From an optimization exercise on the open Yosys and OpenROAD flow, aimed at small area and a short achievable clock period; shortcuts taken in it are not production practice.
Only simulation tests tie the RTL to the original design; equivalence was not proved.
Power is estimated from default activity; no workload was simulated.

// ks_add
module ks_add #(
    parameter N = 64
)
(
    input  logic         clk,
    input  logic         rstn_,
    input  logic         en,
    input  logic [N-1:0] a,
    input  logic [N-1:0] b,
    output logic [N-1:0] out
);
Size in the first run: roughly 810 cells after synthesis, ~70 flip-flops, about 200 I/O pins, roughly 0.0048 mm^2 of cells after synthesis.
Settings: LEC_CHECK=0, ABC_AREA=1, CAP_MARGIN=20, CORE_MARGIN=2, CORE_UTILIZATION=45, PLACE_DENSITY=0.7, SLEW_MARGIN=20, SYNTH_HIERARCHICAL=1, SYNTH_MINIMUM_KEEP_SIZE=0; clock period 2.0 ns.
standard.sh (not shown) runs the stock make flow with config.mk's settings and CLKGATE_MAP_FILE= SYNTH_SCRIPT=/design/flow/synth_recipe.tcl, a recipe that flattens the netlist after the stock synthesis.
==> flow/flow/run.sh <==
#!/bin/bash
# The standard layout, except that the input and output ports get the
# smallest buffer cell instead of the one buffer_ports picks by itself.
set -euo pipefail
export BUFFER_PORTS_ARGS="-buffer_cell sky130_fd_sc_hd__buf_1"
bash standard.sh finish > standard_flow.log 2>&1
The starting point ran to the end with no violations.
Rerun with:
SETUP_SLACK_MARGIN = 0.66   (was not set)
=> Non-clock buffer count does not change; via count stays flat; sequential share of layout area is about the same.

## run A
Another version of the RTL of ks_add (not shown whole).
Size: ~800 cells after synthesis, roughly 70 flip-flops, about 4800 µm² of cells after synthesis.
Settings: LEC_CHECK=0, ABC_AREA=1, CAP_MARGIN=20, CORE_MARGIN=2, CORE_UTILIZATION=45, SETUP_SLACK_MARGIN=0.7, SLEW_MARGIN=20, SYNTH_HIERARCHICAL=1, SYNTH_MINIMUM_KEEP_SIZE=0; clock period 2.0 ns.
Scripts as last shown in full above: flow/flow/run.sh
The inputs of run B differ from those of run A as listed below.
# run A
export LEC_CHECK = 0
export ABC_AREA = 1
export CAP_MARGIN = 20
export CORE_MARGIN = 2
export CORE_UTILIZATION = 45
export SETUP_SLACK_MARGIN = 0.7
export SLEW_MARGIN = 20
export SYNTH_HIERARCHICAL = 1
export SYNTH_MINIMUM_KEEP_SIZE = 0
create_clock -name core_clock -period 2.0 [get_ports {clk}]
# run B
export LEC_CHECK = 0
export ABC_AREA = 1
export CAP_MARGIN = 20
export CORE_MARGIN = 2
export CORE_UTILIZATION = 45
export SLEW_MARGIN = 20
export SYNTH_HIERARCHICAL = 1
export SYNTH_MINIMUM_KEEP_SIZE = 0
create_clock -name core_clock -period 2.0 [get_ports {clk}]
[summary]
- Summary — wire length on met2, run B relative to run A: lower, by 2.9%.
- For run B, the start point of the critical path was out[19], unlike run A, where it was out[54].
- Summary of run B over run A: first-pass detailed-route iteration total shows an increase of 1; critical path depth shows no meaningful change; buffer levels on the longest clock path shows no meaningful change; internal portion of total power shows an increase of 290 µW.
- NOTE: utilization in run B falls short of that of run A
- Run A -> run B: wire length on met1 decreased by a few percent
- Per the comparison of run B with run A, total cell area at the placement stage went down 0.88%, maximum frequency went down 0.023 GHz, cell count went down about 0.9%, slack of the critical path went down 38 ps.
Changes in run C relative to run B:
# run B
export LEC_CHECK = 0
export ABC_AREA = 1
export CAP_MARGIN = 20
export CORE_MARGIN = 2
export CORE_UTILIZATION = 45
export SLEW_MARGIN = 20
export SYNTH_HIERARCHICAL = 1
export SYNTH_MINIMUM_KEEP_SIZE = 0
create_clock -name core_clock -period 2.0 [get_ports {clk}]
# run C
export LEC_CHECK = 0
export ABC_AREA = 1
export CAP_MARGIN = 20
export CORE_MARGIN = 2
export CORE_UTILIZATION = 45
export CTS_BUF_LIST = sky130_fd_sc_hd__clkbuf_4
export SETUP_SLACK_MARGIN = 0.7
export SLEW_MARGIN = 20
export SYNTH_HIERARCHICAL = 1
export SYNTH_MINIMUM_KEEP_SIZE = 0
create_clock -name core_clock -period 2.0 [get_ports {clk}]
[summary]
Taking run B as the reference, in run C worst-case headroom to the max-slew limit up 1.5 points; overall via count from detail_route up 1.9%; routed wire length up 7.9%; clock group power down about 40%; number of violations reported at the end of detailed-routing iteration 0 down about 16%. Run B vs run C, cell type of the slowest stage on the worst timing path: dfxtp_1 vs dfxtp_2. Run B → run C: final area shows an increase of 710 µm²; worst hold slack shows a reduction of 60 ps; met2 wirelength from detailed routing shows an increase of about 10%.
Input-level comparison between run D and run C:
# run C
export LEC_CHECK = 0
export ABC_AREA = 1
export CAP_MARGIN = 20
export CORE_MARGIN = 2
export CORE_UTILIZATION = 45
export CTS_BUF_LIST = sky130_fd_sc_hd__clkbuf_4
export SETUP_SLACK_MARGIN = 0.7
export SLEW_MARGIN = 20
export SYNTH_HIERARCHICAL = 1
export SYNTH_MINIMUM_KEEP_SIZE = 0
create_clock -name core_clock -period 2.0 [get_ports {clk}]
# run D
export LEC_CHECK = 0
export ABC_AREA = 1
export CAP_MARGIN = 20
export CORE_MARGIN = 2
export CORE_UTILIZATION = 45
export SETUP_SLACK_MARGIN = 0.75
export SLEW_MARGIN = 20
export SYNTH_HIERARCHICAL = 1
export SYNTH_MINIMUM_KEEP_SIZE = 0
create_clock -name core_clock -period 2.0 [get_ports {clk}]
[summary]
Period utilization in run D is 3.1 points below run C.
Of the two values seen for startpoint of the worst setup timing path, out[54] was produced by run C and out[7] by run D.
Number of sinks on the clock net delta (run C -> run D): insignificant
Per the comparison of run D with run C, via count moved down, utilization moved up, switching power total moved up, combinational share of power moved down, fraction of the mapped netlist area in compound gates level.
Cmp run D and run C / routed length on met2 / lower: run D
In summary, run D completed successfully, with a layout that passed the timing, DRC and antenna checks.
Going from run C to run D, the cell area was found to have gone up by about 0.7%.
Run D ended up with a higher multi-input logic portion of the cell area than run C did.

Starting RTL as in the previous note.
==> flow/design.v (excerpt) <==
module ks_add #(
    parameter N = 64
)
(
    input  logic         clk,
    input  logic         rstn_,
    input  logic         en,
    input  logic [N-1:0] a,
    input  logic [N-1:0] b,
    output logic [N-1:0] out
);
    logic [5:0] c_reg;                   
    logic [5:0] c_nxt;                   
    logic [N-1:0] d;                       
    logic [N-1:0] gx, tx;                  
    logic ld, hd;                          
    assign ld = rstn_ & en;
    assign hd = rstn_ & !en;
    ks_gt #(.W(N)) u_gt (.a(a), .b(b), .g(gx), .t(tx));
    ks_chunk10_first u_chunk0 (
        .g(gx[9:0]),
        .t(tx[9:0]),
        .q(out[9:0]),
        .ld(ld),
        .hd(hd),
        .d(d[9:0]),
        .cd(c_nxt[0])
    );
    ks_chunk9 u_chunk1 (
        .g(gx[18:10]),
        .t(tx[18:10]),
        .cin(c_reg[0]),
        .q(out[18:10]),
        .ld(ld),
        .hd(hd),
        .d(d[18:10]),
        .cd(c_nxt[1])
    );
    ks_chunk9 u_chunk2 (
        .g(gx[27:19]),
        .t(tx[27:19]),
        .cin(c_reg[1]),
        .q(out[27:19]),
        .ld(ld),
        .hd(hd),
        .d(d[27:19]),
        .cd(c_nxt[2])
    );
    ks_chunk9 u_chunk3 (
        .g(gx[36:28]),
        .t(tx[36:28]),
        .cin(c_reg[2]),
        .q(out[36:28]),
        .ld(ld),
        .hd(hd),
        .d(d[36:28]),
        .cd(c_nxt[3])
    );
    ks_chunk9 u_chunk4 (
        .g(gx[45:37]),
        .t(tx[45:37]),
        .cin(c_reg[3]),
        .q(out[45:37]),
        .ld(ld),
        .hd(hd),
        .d(d[45:37]),
        .cd(c_nxt[4])
    );
    ks_chunk9 u_chunk5 (
        .g(gx[54:46]),
        .t(tx[54:46]),
        .cin(c_reg[4]),
        .q(out[54:46]),
        .ld(ld),
        .hd(hd),
        .d(d[54:46]),
        .cd(c_nxt[5])
    );
    ks_chunk9_last u_chunk6 (
        .g(gx[63:55]),
        .t(tx[63:55]),
        .cin(c_reg[5]),
        .q(out[63:55]),
        .ld(ld),
        .hd(hd),
        .d(d[63:55])
    );
    always_ff @(posedge clk) begin
        out <= d;
    end
    always_ff @(posedge clk) begin
        if (en) begin
            c_reg <= c_nxt;
        end
    end
endmodule
export LEC_CHECK = 0
export ABC_AREA = 1
export CAP_MARGIN = 20
export CORE_MARGIN = 2
export CORE_UTILIZATION = 45
export PLACE_DENSITY = 0.8
export SETUP_SLACK_MARGIN = 0.7
export SLEW_MARGIN = 20
export SYNTH_HIERARCHICAL = 1
export SYNTH_MINIMUM_KEEP_SIZE = 0
create_clock -name core_clock -period 2.0 [get_ports {clk}]
Scripts as last shown in full above: flow/flow/run.sh
The first run passed the timing, DRC and antenna checks.
Edit:
PLACE_DENSITY = not set   (was 0.8)
SETUP_SLACK_MARGIN = 0.8   (was 0.7)
=>
- setup slack improved by 20 ps
- non-clock buffer count increases by 13
- combinational power increases by a quarter to a third
- first-iteration DRC count decreases slightly
- worst hold slack improved by 26 ps
- core utilization increases by 11 points
- final area increases by about a fifth
- clock power decreases by roughly a tenth
Edit:
CORE_UTILIZATION = 50   (was 45)
SETUP_SLACK_MARGIN = 0.7   (was 0.8)
What happened: Wire length shrinks by 6.5%. Design area went down by 16%. Synthesized cell count stays the same. Worst setup slack got worse by 24 ps. Utilization falls by 4.5 points. Via count falls by 0.69%. Non-clock buffer count falls by 16. Sequential power fell by about 3%.
Edit:
CORE_UTILIZATION = 45   (was 50)
CTS_BUF_LIST = sky130_fd_sc_hd__clkbuf_8   (was not set)
After rerunning: The changed run went through all stages and came out clean; utilization came out lower by 7.4 points; combinational power stays flat; worst setup slack stays flat; cell count climbs slightly; power shrinks by a few percent; global-route usage is lower by 1.9 points; design area shrinks slightly; hold slack gets worse by 9.1 ps; non-clock buffer count rises by 5; clock power fell by about a fifth.
Edit:
CTS_BUF_LIST = not set   (was sky130_fd_sc_hd__clkbuf_8)
SETUP_SLACK_MARGIN = 0.6   (was 0.7)
- The new run ran to the end with no violations
- worst setup slack gets worse by 37 ps
- utilization is lower by 1.4 points
- design area is lower by about 2.5%
- sequential cell count is unchanged
- cell count is lower by 0.87%
- non-clock buffer count is lower by 11

-- static timing again, ports no longer ideal --
No port has a modelled driver above. Below, the same layouts with a new extraction and two added sets of constraints. Step 1 (the two cells are an assumption about what drives the block):
set clk [get_ports {clk}]
set_driving_cell -lib_cell sky130_fd_sc_hd__clkbuf_16 $clk
set_driving_cell -lib_cell sky130_fd_sc_hd__buf_2 [delete_from_list [all_inputs] $clk]
Step 2 also shifts input and output timing later by t, the mid clock arrival at the registers, as if the neighbouring blocks saw the same clock. Three values: no drivers, after step 1, after step 2; two values: the first two.
run | t, ns | setup slack, ns | cell pins on the clock port's net
the first run of note 1 | 0.357 | 0.696 / 0.688 / 0.352 | 1
the second run of note 1 | 0.358 | 0.714 / 0.682 / 0.420 | 1
run A | 0.374 | 0.739 / 0.706 / 0.444 | 1
run B | 0.383 | 0.701 / 0.667 / 0.336 | 1
run C | 0.449 | 0.705 / 0.675 / 0.380 | 1
run D | 0.394 | 0.767 / 0.735 / 0.411 | 1
the first run of note 3 | 0.362 | 0.743 / 0.713 / 0.439 | 1
the second run of note 3 | 0.376 | 0.763 / 0.760 / 0.455 | 1
the third run of note 3 | 0.378 | 0.739 / 0.708 / 0.414 | 1
the fourth run of note 3 | 0.374 | 0.738 / 0.705 / 0.443 | 1
the fifth run of note 3 | 0.383 | 0.701 / 0.667 / 0.336 | 1
After both steps setup and hold are still met in every run listed.
